This design comes from an exercise in tuning for small area on the open sky130 flow, not from production work. The RTL was checked by simulation tests, not by an equivalence proof against the original design. Power is estimated from default activity; no workload was simulated.

==> inputs of cedar <==
==> flow/design.v <==
module Uart_ClkDiv(Sys_CLK,Sys_RST,Uart_CE);
input Sys_CLK;
input Sys_RST;
output Uart_CE;
reg [8:0]Div;
assign Uart_CE = (Div == 9'b110000010);
always@(posedge Sys_CLK or negedge Sys_RST)
begin
	if(!Sys_RST)
		Div <= 9'b001010110;
	else
		Div <= {Div[7:0], (Div[8] ^ Div[4]) & ~Uart_CE};
end
endmodule
module Uart_Tx(Sys_CLK,Sys_RST,Uart_CE,Fin,Err_Rx,Data_Rx,Hold,Signal_Tx);
input Sys_CLK;
input Sys_RST;
input Uart_CE;
input Fin;
input Err_Rx;
input [7:0]Data_Rx;
output Hold;
output Signal_Tx;
reg Signal_Tx;
reg Busy;
reg [3:0]Char_Cnt;
reg [7:0]Tx_Cnt;
reg [7:0]Cnt;
reg Presult;
reg [1:0]Data_Hi;
wire Trig = Fin && !Busy && (Tx_Cnt != 8'hEE);
wire Last = (Char_Cnt[2:0] == 3'd7);
wire Long = Last || (Char_Cnt == 4'd0);
wire Load = Busy && (Cnt[7:1] == 7'h7F) && (Cnt[0] || !Long);
wire Stop = Tx_Cnt[7] && !Tx_Cnt[6] && Tx_Cnt[4];
wire Late = Tx_Cnt[7] ? !Tx_Cnt[6] : (Tx_Cnt[6] && (Tx_Cnt[5] || Tx_Cnt[4]));
assign Hold = Busy && !(Last && Late);
reg [7:0]Char;
always@(*)
begin
	case(Char_Cnt)
		4'd8: Char = 8'h52;    
		4'd9: Char = 8'h65;    
		4'd10: Char = 8'h74;   
		4'd11: Char = 8'h75;   
		4'd12: Char = 8'h72;   
		4'd13: Char = 8'h6E;   
		4'd14: Char = 8'h3A;   
		4'd15: Char = {Data_Hi, Data_Rx[5:0]};
		4'd2: Char = 8'h45;    
		4'd3: Char = 8'h72;    
		4'd4: Char = 8'h72;    
		4'd5: Char = 8'h6F;    
		4'd6: Char = 8'h72;    
		4'd7: Char = 8'h21;    
		default: Char = 8'h0D;
	endcase
end
wire Bit = Char[Tx_Cnt[6:4]];
always@(posedge Sys_CLK or negedge Sys_RST)
begin
	if(!Sys_RST)
	begin
		Busy <= 1'b0;
		Char_Cnt <= 4'd0;
		Tx_Cnt <= 8'h90;
		Signal_Tx <= 1'b1;
	end
	else if(Uart_CE)
	begin
		if(Trig)
			Busy <= 1'b1;
		else if(Load && Last)
			Busy <= 1'b0;
		if(Load)
		begin
			if(Char_Cnt == 4'd0)
				Char_Cnt <= Err_Rx ? 4'd2 : 4'd8;
			else if(Char_Cnt == 4'd7)
				Char_Cnt <= 4'd0;
			else
				Char_Cnt <= Char_Cnt + 4'd1;
			Tx_Cnt <= 8'hEE;
		end
		else if(!Stop)
			Tx_Cnt <= Tx_Cnt + 8'd1;
		if(Tx_Cnt[3:0] == 4'd0)
		begin
			if(!Tx_Cnt[7])
				Signal_Tx <= Bit;
			else if(Tx_Cnt[6])
				Signal_Tx <= 1'b0;             
			else if(!Tx_Cnt[4])
				Signal_Tx <= Presult;          
			else
				Signal_Tx <= 1'b1;             
		end
	end
end
always@(posedge Sys_CLK)
begin
	if(Uart_CE)
	begin
		if(Trig)
		begin
			Cnt <= 8'd0;
			Data_Hi <= Data_Rx[7:6];
		end
		else
			Cnt <= Load ? 8'd0 : Cnt + 8'd1;
		if(Tx_Cnt[3:0] == 4'd0)
			Presult <= Tx_Cnt[7] ? 1'b0 : Presult ^ Bit;
	end
end
endmodule
module Uart_Rx(Sys_CLK,RST,Uart_CE,Signal_Rx,Hold,Data_Rx,Err,Fin);
input Sys_CLK;
input RST;
input Uart_CE;
input Signal_Rx;
input Hold;
output [7:0]Data_Rx;
output Err;
output Fin;               
reg [7:0]Data_Rx;
reg Err;
reg RxBuf;
reg RxFall;
reg [7:0]Cnt;
wire Idle = (Cnt == 8'd0) || (Cnt == 8'd171);
wire Samp = Uart_CE && !Hold && (Cnt[3:0] == 4'd9) && (Cnt[7:4] != 4'd0);
assign Fin = (Cnt == 8'd171);
always@(posedge Sys_CLK or negedge RST)
begin
	if(!RST)
	begin
		RxBuf <= 1'b1;
		RxFall <= 1'b0;
		Cnt <= 8'd0;
	end
	else if(Uart_CE)
	begin
		RxBuf <= Signal_Rx;
		RxFall <= RxBuf & ~Signal_Rx;
		Cnt <= Idle ? {7'd0, RxFall} : Cnt + 8'd1;
	end
end
always@(posedge Sys_CLK)
begin
	if(Samp)
	begin
		if(Cnt[7:4] <= 4'd8)                  
			Data_Rx <= {Signal_Rx, Data_Rx[7:1]};
		if(Cnt[7:4] == 4'd1)
			Err <= Signal_Rx;
		else if(Cnt[7:4] == 4'd10)            
			Err <= Err | ~Signal_Rx;
		else                                  
			Err <= Err ^ Signal_Rx;
	end
end
endmodule
module Uart_Top(Sys_CLK,Sys_RST,Signal_Tx,Signal_Rx);
input Sys_CLK;
input Sys_RST;
input Signal_Rx;
output Signal_Tx;
wire Uart_CE;
wire [7:0]Data_Rx;
wire Err;
wire Fin;
wire Hold;
Uart_ClkDiv Uart_ClkDiv(.Sys_CLK(Sys_CLK),.Sys_RST(Sys_RST),.Uart_CE(Uart_CE));
Uart_Rx Uart_Rx(.Sys_CLK(Sys_CLK),.RST(Sys_RST),.Uart_CE(Uart_CE),.Signal_Rx(Signal_Rx),.Hold(Hold),
				.Data_Rx(Data_Rx),.Err(Err),.Fin(Fin));
Uart_Tx Uart_Tx(.Sys_CLK(Sys_CLK),.Sys_RST(Sys_RST),.Uart_CE(Uart_CE),.Fin(Fin),.Err_Rx(Err),
				.Data_Rx(Data_Rx),.Hold(Hold),.Signal_Tx(Signal_Tx));
endmodule
==> flow/run.sh <==
#!/bin/bash
# synth_recipe.tcl (not shown) runs the flow's synth.tcl, then flattens the netlist and writes it again
# the make line also repeats each setting of config.mk as NAME=value (left out here)
make -C /OpenROAD-flow-scripts/flow DESIGN_CONFIG=/design/flow/config.mk WORK_HOME=/design/flow/orfs CLKGATE_MAP_FILE= SYNTH_SCRIPT=/design/flow/synth_recipe.tcl finish
==> flow/config.mk <==
export PLATFORM = sky130hd
export DESIGN_NAME = Uart_Top
export DESIGN_NICKNAME = Uart_Top
export VERILOG_FILES = /design/flow/design.v
export SDC_FILE = /design/flow/constraint.sdc
export NUM_CORES = 4
export LEC_CHECK = 0
export CAP_MARGIN = 20
export CORE_MARGIN = 2
export CORE_UTILIZATION = 40
export SLEW_MARGIN = 20
==> flow/constraint.sdc <==
create_clock -name core_clock -period 5.0 [get_ports {Sys_CLK}]
set_input_delay 1.0000 -clock core_clock [delete_from_list [all_inputs] [get_ports {Sys_CLK}]]
set_output_delay 1.0000 -clock core_clock [all_outputs]
set_load 0.01 [all_outputs]
==> indigo: changes against cedar <==
==> flow/design.v, changed modules only <==
module Uart_ClkDiv(Sys_CLK,Sys_RST,Uart_CE);
input Sys_CLK;
input Sys_RST;
output Uart_CE;
reg [8:0]Div;
assign Uart_CE = Div[8] && (Div[6:1] == 6'b000001);    
always@(posedge Sys_CLK or negedge Sys_RST)
begin
	if(!Sys_RST)
		Div <= 9'b001010110;
	else
		Div <= {Div[7:0], (Div[8] ^ Div[4]) & ~Uart_CE};
end
endmodule
module Uart_Tx(Sys_CLK,Sys_RST,Uart_CE,Fin,Err_Rx,Data_Rx,Hold,Shift,Signal_Tx);
input Sys_CLK;
input Sys_RST;
input Uart_CE;
input Fin;
input Err_Rx;
input [7:0]Data_Rx;
output Hold;
output Shift;
output Signal_Tx;
reg Signal_Tx;
reg [3:0]Char_Cnt;
reg [3:0]Tx_Hi;
reg [3:0]Tx_Lo;
wire [7:0]Tx_Cnt = {Tx_Hi, Tx_Lo};
reg [7:0]Cnt;
reg Presult;
reg [1:0]Data_Hi;
wire Busy = (Char_Cnt != 4'd0);
wire Trig = Fin && !Busy && !(Tx_Cnt[7:4] == 4'hE && !Tx_Cnt[0]);
wire Last = (Char_Cnt[2:0] == 3'd7);
wire Long = Last || (Char_Cnt == 4'd1);
wire Load = Busy && (Cnt[7:1] == 7'h7F) && (Cnt[0] || !Long);
wire Stop = Tx_Cnt[7] && !Tx_Cnt[6] && Tx_Cnt[4];
wire Late = Tx_Cnt[7] ? !Tx_Cnt[6] : (Tx_Cnt[6] && (Tx_Cnt[5] || Tx_Cnt[4]));
wire Upd = Uart_CE && (Tx_Cnt[3:0] == 4'd0);
assign Hold = Busy && !(Last && Late);
assign Shift = Upd && (Char_Cnt == 4'd15) && !Tx_Cnt[7] && !(Tx_Cnt[6] && Tx_Cnt[5]);
reg Bit;
always@(*)
begin
	case(Char_Cnt)
		4'd8: Bit = 8'h52 >> Tx_Cnt[6:4];    
		4'd9: Bit = 8'h65 >> Tx_Cnt[6:4];    
		4'd10: Bit = 8'h74 >> Tx_Cnt[6:4];   
		4'd11: Bit = 8'h75 >> Tx_Cnt[6:4];   
		4'd12: Bit = 8'h72 >> Tx_Cnt[6:4];   
		4'd13: Bit = 8'h6E >> Tx_Cnt[6:4];   
		4'd14: Bit = 8'h3A >> Tx_Cnt[6:4];   
		4'd15: Bit = (Tx_Cnt[6] && Tx_Cnt[5]) ? Data_Hi[Tx_Cnt[4]] : Data_Rx[0];
		4'd2: Bit = 8'h45 >> Tx_Cnt[6:4];    
		4'd3: Bit = 8'h72 >> Tx_Cnt[6:4];    
		4'd4: Bit = 8'h72 >> Tx_Cnt[6:4];    
		4'd5: Bit = 8'h6F >> Tx_Cnt[6:4];    
		4'd6: Bit = 8'h72 >> Tx_Cnt[6:4];    
		4'd7: Bit = 8'h21 >> Tx_Cnt[6:4];    
		default: Bit = 8'h0D >> Tx_Cnt[6:4];
	endcase
end
wire [7:0]Tx_Nxt = (Uart_CE && Load) ? 8'hEE : Tx_Cnt + {7'd0, Uart_CE && !Stop};
always@(posedge Sys_CLK or negedge Sys_RST)
begin
	if(!Sys_RST)
		Tx_Hi <= 4'h9;
	else
		Tx_Hi <= Tx_Nxt[7:4];
end
always@(posedge Sys_CLK or negedge Sys_RST)
begin
	if(!Sys_RST)
	begin
		Char_Cnt <= 4'd0;
		Signal_Tx <= 1'b1;
	end
	else if(Uart_CE)
	begin
		if(Trig)
			Char_Cnt <= 4'd1;
		else if(Load)
		begin
			if(Char_Cnt == 4'd1)
				Char_Cnt <= Err_Rx ? 4'd2 : 4'd8;
			else if(Last)
				Char_Cnt <= 4'd0;
			else
				Char_Cnt <= Char_Cnt + 4'd1;
		end
		if(Tx_Cnt[3:0] == 4'd0)
		begin
			if(!Tx_Cnt[7])
				Signal_Tx <= Bit;
			else if(Tx_Cnt[6])
				Signal_Tx <= 1'b0;             
			else if(!Tx_Cnt[4])
				Signal_Tx <= Presult;          
			else
				Signal_Tx <= 1'b1;             
		end
	end
end
always@(posedge Sys_CLK)
begin
	Cnt <= (Uart_CE && (Trig || Load)) ? 8'd0 : Cnt + {7'd0, Uart_CE};
	Tx_Lo <= Tx_Nxt[3:0];
	if(Uart_CE && Trig)
		Data_Hi <= Data_Rx[7:6];
	if(Upd)
		Presult <= Tx_Cnt[7] ? 1'b0 : Presult ^ Bit;
end
endmodule
module Uart_Rx(Sys_CLK,RST,Uart_CE,Signal_Rx,Hold,Shift,Data_Rx,Err,Fin);
input Sys_CLK;
input RST;
input Uart_CE;
input Signal_Rx;
input Hold;
input Shift;
output [7:0]Data_Rx;
output Err;
output Fin;               
reg [7:0]Data_Rx;
reg Err;
reg RxBuf;
reg [2:0]Cnt_R;            
reg [4:0]Cnt_U;            
wire [7:0]Cnt = {Cnt_R[2:1], Cnt_U[4:1], Cnt_R[0], Cnt_U[0]};
wire Idle = Cnt[7] && Cnt[6];
wire End = Cnt[7] && !Cnt[6] && Cnt[5] && Cnt[3] && Cnt[1];    
wire Samp = Uart_CE && !Hold && (Cnt[3:0] == 4'd9) && (Cnt[7:4] != 4'd0);
assign Fin = Idle && Cnt[1];
wire [7:0]Cnt_Nxt = (Uart_CE && Idle && Cnt[0] && !RxBuf) ? 8'd1 :
                    (Uart_CE && (Idle || End)) ? {6'b110000, End, RxBuf} :
                    Cnt + {7'd0, Uart_CE};
always@(posedge Sys_CLK or negedge RST)
begin
	if(!RST)
	begin
		RxBuf <= 1'b1;
		Cnt_R <= 3'b110;
	end
	else
	begin
		if(Uart_CE)
			RxBuf <= Signal_Rx;
		Cnt_R <= {Cnt_Nxt[7:6], Cnt_Nxt[1]};
	end
end
always@(posedge Sys_CLK)
	Cnt_U <= {Cnt_Nxt[5:2], Cnt_Nxt[0]};
always@(posedge Sys_CLK)
begin
	if((Samp && Cnt[7:4] <= 4'd8) || Shift)    
		Data_Rx <= {Signal_Rx, Data_Rx[7:1]};
	if(Samp)
	begin
		if(Cnt[7:4] == 4'd1)
			Err <= Signal_Rx;
		else if(Cnt[7:4] == 4'd10)            
			Err <= Err | ~Signal_Rx;
		else                                  
			Err <= Err ^ Signal_Rx;
	end
end
endmodule
module Uart_Top(Sys_CLK,Sys_RST,Signal_Tx,Signal_Rx);
input Sys_CLK;
input Sys_RST;
input Signal_Rx;
output Signal_Tx;
wire Uart_CE;
wire [7:0]Data_Rx;
wire Err;
wire Fin;
wire Hold;
wire Shift;
Uart_ClkDiv Uart_ClkDiv(.Sys_CLK(Sys_CLK),.Sys_RST(Sys_RST),.Uart_CE(Uart_CE));
Uart_Rx Uart_Rx(.Sys_CLK(Sys_CLK),.RST(Sys_RST),.Uart_CE(Uart_CE),.Signal_Rx(Signal_Rx),.Hold(Hold),.Shift(Shift),
				.Data_Rx(Data_Rx),.Err(Err),.Fin(Fin));
Uart_Tx Uart_Tx(.Sys_CLK(Sys_CLK),.Sys_RST(Sys_RST),.Uart_CE(Uart_CE),.Fin(Fin),.Err_Rx(Err),
				.Data_Rx(Data_Rx),.Hold(Hold),.Shift(Shift),.Signal_Tx(Signal_Tx));
endmodule
==> flow/flow/run.sh (new file) <==
#!/bin/bash
# Layout flow: the standard flow, except that synthesis maps the logic with an
# area-oriented ABC script (flow/abc_area.script). Synthesis is ORFS's own
# script run from a copy of ORFS's scripts folder in which abc_area.script is
# replaced, with ABC_AREA=1 and without mapping adders to adder cells first, so
# that ABC maps the counters too; registers and names are as in the standard
# synthesis. The steps after synthesis are the standard flow, except that
# clock tree synthesis adds no dummy loads and the ports get buf_1 buffers.
set -euo pipefail
cp -r "$FLOW_HOME/scripts" synth_scripts
cp flow/abc_area.script synth_scripts/abc_area.script
bash standard.sh SCRIPTS_DIR="$PWD/synth_scripts" ABC_AREA=1 ADDER_MAP_FILE= synth > synth.log 2>&1
bash standard.sh "CTS_ARGS=-sink_clustering_enable -repair_clock_nets -dont_use_dummy_load -root_buf sky130_fd_sc_hd__clkbuf_16 -buf_list sky130_fd_sc_hd__clkbuf_4" \
  "BUFFER_PORTS_ARGS=-buffer_cell sky130_fd_sc_hd__buf_1" > layout.log 2>&1
==> flow/flow/abc_area.script (new file) <==
strash
&get -n
&st
&deepsyn -T 60
&put
dch -f
amap
topo
==> flow/standard.sh (new file) <==
#!/bin/bash
# synth_recipe.tcl (not shown) runs the flow's synth.tcl, then flattens the netlist and writes it again
# the make line also repeats each setting of config.mk as NAME=value (left out here)
make -C /OpenROAD-flow-scripts/flow DESIGN_CONFIG=/design/flow/config.mk WORK_HOME=/design/flow/orfs CLKGATE_MAP_FILE= SYNTH_SCRIPT=/design/flow/synth_recipe.tcl "${@:-finish}"
removed: flow/run.sh
==> maple: changes against cedar <==
==> flow/design.v, changed modules only <==
module Uart_Tx(Sys_CLK,Sys_RST,Uart_CE,Fin,Err_Rx,Data_Rx,Hold,Shift,Signal_Tx);
input Sys_CLK;
input Sys_RST;
input Uart_CE;
input Fin;
input Err_Rx;
input [7:0]Data_Rx;
output Hold;
output Shift;
output Signal_Tx;
reg Signal_Tx;
reg [3:0]Char_Cnt;
reg [7:0]Tx_Cnt;
reg [7:0]Cnt;
reg Presult;
reg [1:0]Data_Hi;
wire Busy = (Char_Cnt != 4'd0);
wire Trig = Fin && !Busy && (Tx_Cnt != 8'hEE);
wire Last = (Char_Cnt[2:0] == 3'd7);
wire Long = Last || (Char_Cnt == 4'd1);
wire Load = Busy && (Cnt[7:1] == 7'h7F) && (Cnt[0] || !Long);
wire Stop = Tx_Cnt[7] && !Tx_Cnt[6] && Tx_Cnt[4];
wire Late = Tx_Cnt[7] ? !Tx_Cnt[6] : (Tx_Cnt[6] && (Tx_Cnt[5] || Tx_Cnt[4]));
wire Upd = Uart_CE && (Tx_Cnt[3:0] == 4'd0);
assign Hold = Busy && !(Last && Late);
assign Shift = Upd && (Char_Cnt == 4'd15) && !Tx_Cnt[7] && !(Tx_Cnt[6] && Tx_Cnt[5]);
reg Bit;
always@(*)
begin
	case(Char_Cnt)
		4'd8: Bit = 8'h52 >> Tx_Cnt[6:4];    
		4'd9: Bit = 8'h65 >> Tx_Cnt[6:4];    
		4'd10: Bit = 8'h74 >> Tx_Cnt[6:4];   
		4'd11: Bit = 8'h75 >> Tx_Cnt[6:4];   
		4'd12: Bit = 8'h72 >> Tx_Cnt[6:4];   
		4'd13: Bit = 8'h6E >> Tx_Cnt[6:4];   
		4'd14: Bit = 8'h3A >> Tx_Cnt[6:4];   
		4'd15: Bit = (Tx_Cnt[6] && Tx_Cnt[5]) ? Data_Hi[Tx_Cnt[4]] : Data_Rx[0];
		4'd2: Bit = 8'h45 >> Tx_Cnt[6:4];    
		4'd3: Bit = 8'h72 >> Tx_Cnt[6:4];    
		4'd4: Bit = 8'h72 >> Tx_Cnt[6:4];    
		4'd5: Bit = 8'h6F >> Tx_Cnt[6:4];    
		4'd6: Bit = 8'h72 >> Tx_Cnt[6:4];    
		4'd7: Bit = 8'h21 >> Tx_Cnt[6:4];    
		default: Bit = 8'h0D >> Tx_Cnt[6:4];
	endcase
end
always@(posedge Sys_CLK or negedge Sys_RST)
begin
	if(!Sys_RST)
	begin
		Char_Cnt <= 4'd0;
		Tx_Cnt <= 8'h90;
		Signal_Tx <= 1'b1;
	end
	else if(Uart_CE)
	begin
		if(Trig)
			Char_Cnt <= 4'd1;
		else if(Load)
		begin
			if(Char_Cnt == 4'd1)
				Char_Cnt <= Err_Rx ? 4'd2 : 4'd8;
			else if(Last)
				Char_Cnt <= 4'd0;
			else
				Char_Cnt <= Char_Cnt + 4'd1;
		end
		if(Load)
			Tx_Cnt <= 8'hEE;
		else if(!Stop)
			Tx_Cnt <= Tx_Cnt + 8'd1;
		if(Tx_Cnt[3:0] == 4'd0)
		begin
			if(!Tx_Cnt[7])
				Signal_Tx <= Bit;
			else if(Tx_Cnt[6])
				Signal_Tx <= 1'b0;             
			else if(!Tx_Cnt[4])
				Signal_Tx <= Presult;          
			else
				Signal_Tx <= 1'b1;             
		end
	end
end
always@(posedge Sys_CLK)
begin
	if(Uart_CE)
	begin
		if(Trig)
		begin
			Cnt <= 8'd0;
			Data_Hi <= Data_Rx[7:6];
		end
		else
			Cnt <= Load ? 8'd0 : Cnt + 8'd1;
	end
	if(Upd)
		Presult <= Tx_Cnt[7] ? 1'b0 : Presult ^ Bit;
end
endmodule
module Uart_Rx(Sys_CLK,RST,Uart_CE,Signal_Rx,Hold,Shift,Data_Rx,Err,Fin);
input Sys_CLK;
input RST;
input Uart_CE;
input Signal_Rx;
input Hold;
input Shift;
output [7:0]Data_Rx;
output Err;
output Fin;               
reg [7:0]Data_Rx;
reg Err;
reg RxBuf;
reg RxFall;
reg [7:0]Cnt;
wire Idle = (Cnt == 8'd0) || (Cnt == 8'd171);
wire Samp = Uart_CE && !Hold && (Cnt[3:0] == 4'd9) && (Cnt[7:4] != 4'd0);
assign Fin = (Cnt == 8'd171);
always@(posedge Sys_CLK or negedge RST)
begin
	if(!RST)
	begin
		RxBuf <= 1'b1;
		RxFall <= 1'b0;
		Cnt <= 8'd0;
	end
	else if(Uart_CE)
	begin
		RxBuf <= Signal_Rx;
		RxFall <= RxBuf & ~Signal_Rx;
		Cnt <= Idle ? {7'd0, RxFall} : Cnt + 8'd1;
	end
end
always@(posedge Sys_CLK)
begin
	if((Samp && Cnt[7:4] <= 4'd8) || Shift)    
		Data_Rx <= {Signal_Rx, Data_Rx[7:1]};
	if(Samp)
	begin
		if(Cnt[7:4] == 4'd1)
			Err <= Signal_Rx;
		else if(Cnt[7:4] == 4'd10)            
			Err <= Err | ~Signal_Rx;
		else                                  
			Err <= Err ^ Signal_Rx;
	end
end
endmodule
module Uart_Top(Sys_CLK,Sys_RST,Signal_Tx,Signal_Rx);
input Sys_CLK;
input Sys_RST;
input Signal_Rx;
output Signal_Tx;
wire Uart_CE;
wire [7:0]Data_Rx;
wire Err;
wire Fin;
wire Hold;
wire Shift;
Uart_ClkDiv Uart_ClkDiv(.Sys_CLK(Sys_CLK),.Sys_RST(Sys_RST),.Uart_CE(Uart_CE));
Uart_Rx Uart_Rx(.Sys_CLK(Sys_CLK),.RST(Sys_RST),.Uart_CE(Uart_CE),.Signal_Rx(Signal_Rx),.Hold(Hold),.Shift(Shift),
				.Data_Rx(Data_Rx),.Err(Err),.Fin(Fin));
Uart_Tx Uart_Tx(.Sys_CLK(Sys_CLK),.Sys_RST(Sys_RST),.Uart_CE(Uart_CE),.Fin(Fin),.Err_Rx(Err),
				.Data_Rx(Data_Rx),.Hold(Hold),.Shift(Shift),.Signal_Tx(Signal_Tx));
endmodule
==> flow/flow/run.sh (new file) <==
#!/bin/bash
# Layout flow: the standard flow, except that synthesis maps the logic with an
# area-oriented ABC script (flow/abc_area.script). Synthesis is ORFS's own
# script run from a copy of ORFS's scripts folder in which abc_area.script is
# replaced, with ABC_AREA=1 and without mapping adders to adder cells first, so
# that ABC maps the counters too; registers and names are as in the standard
# synthesis. Every step after synthesis is the standard flow.
set -euo pipefail
cp -r "$FLOW_HOME/scripts" synth_scripts
cp flow/abc_area.script synth_scripts/abc_area.script
bash standard.sh SCRIPTS_DIR="$PWD/synth_scripts" ABC_AREA=1 ADDER_MAP_FILE= synth > synth.log 2>&1
bash standard.sh > layout.log 2>&1
==> flow/flow/abc_area.script (new file) <==
strash
&get -n
&st
&deepsyn -T 60
&put
dch -f
amap
topo
==> flow/standard.sh (new file) <==
#!/bin/bash
# synth_recipe.tcl (not shown) runs the flow's synth.tcl, then flattens the netlist and writes it again
# the make line also repeats each setting of config.mk as NAME=value (left out here)
make -C /OpenROAD-flow-scripts/flow DESIGN_CONFIG=/design/flow/config.mk WORK_HOME=/design/flow/orfs CLKGATE_MAP_FILE= SYNTH_SCRIPT=/design/flow/synth_recipe.tcl "${@:-finish}"
removed: flow/run.sh
==> results by group <==
Power and ir drop
  • Net switching power figure: 0.148 mW
  • Maximum vdd drop: 0.116 mV
  • Internal Pwr Total: 0.582 mW

Placed design
  • HPWL after detailed placement: 3.77 mm

Finish
  • Final non-filler cell total: 383

Run status
  • Status: no timing/DRC/antenna violations

Synthesis
  • Syn nets: 302

Drt
  • Routed wire per std cell: 14.3 µm

STA
  • Final Cycle Share: 50.4%
The numbers above come from cedar.

==> results by group <==
Finish
  • Commonest non-fill, non-tap cells in the layout: nor2_1, clkinv_1, nand2_1
  • Largest regs: Uart_ClkDiv.Div (9), Uart_Rx.Data_Rx (8), Uart_Tx.Cnt (8)
  • Leading cell type in the layout, fill and taps excluded: nor2_1
  • Final non-filler cell total: 311

Power and ir drop
  • Net switching power figure: 0.134 mW
  • Net Sw Frac: 18.2%
  • Maximum vdd drop: 0.188 mV

STA
  • Final Cycle Share: 65.0%

Synthesis
  • Syn nets: 234
  • Yosys warns: 3

Drt
  • Routed wire per std cell: 13.3 µm

Placed design
  • HPWL after detailed placement: 3.00 mm

Run status
  • Status: no timing/DRC/antenna violations

Setup path
  • Worst Setup SP: Uart_ClkDiv.Div[3]

Run
  • Max-cap viol count: 0
The numbers above come from indigo.

==> results by group <==
Placed design
  • HPWL after detailed placement: 3.14 mm

Power and ir drop
  • Net switching power figure: 0.140 mW
  • Maximum vdd drop: 0.139 mV
  • Internal Pwr Total: 0.592 mW

Drt
  • Routed wire per std cell: 13.5 µm

Synthesis
  • Syn nets: 237

Global routing
  • Grt met1 use: 22.3%

STA
  • Tmin final: 2.89 ns
  • Layout Skew: 0.00635 ns

Finish
  • Final non-filler cell total: 318

Run status
  • Status: no timing/DRC/antenna violations
The numbers above come from maple.

[separate check: timing with driven ports]
In the flow no input, the clock included, has a driving cell. The finished layouts below were timed again as built, in two steps.
Step 1 assumes that a clkbuf_16 drives the clock port and a buf_2 every other input.
Step 2 adds t to the input delays and takes it off the output delays; t is the mean of the earliest and latest rising clock arrival at the registers after step 1. Input paths then give back, and output paths get back, about the clock's delay inside the block.
a / b / c = ideal ports / drivers / drivers and shift; a / b = the first two.
| run | shift t [ns] | slack for setup (ns) | worst setup path after step 2 | worst data-port slew with drivers (ns) | pins driven straight from the clock port |
|---|---|---|---|---|---|
| cedar | 0.335 | 2.478 / 2.478 / 2.478 | register to register | 0.03 | 1 |
| indigo | 0.308 | 1.750 / 1.750 / 1.750 | register to register | 0.03 | 1 |
| maple | 0.328 | 2.107 / 2.107 / 2.107 | register to register | 0.03 | 1 |
After both steps every run listed still meets setup and hold.
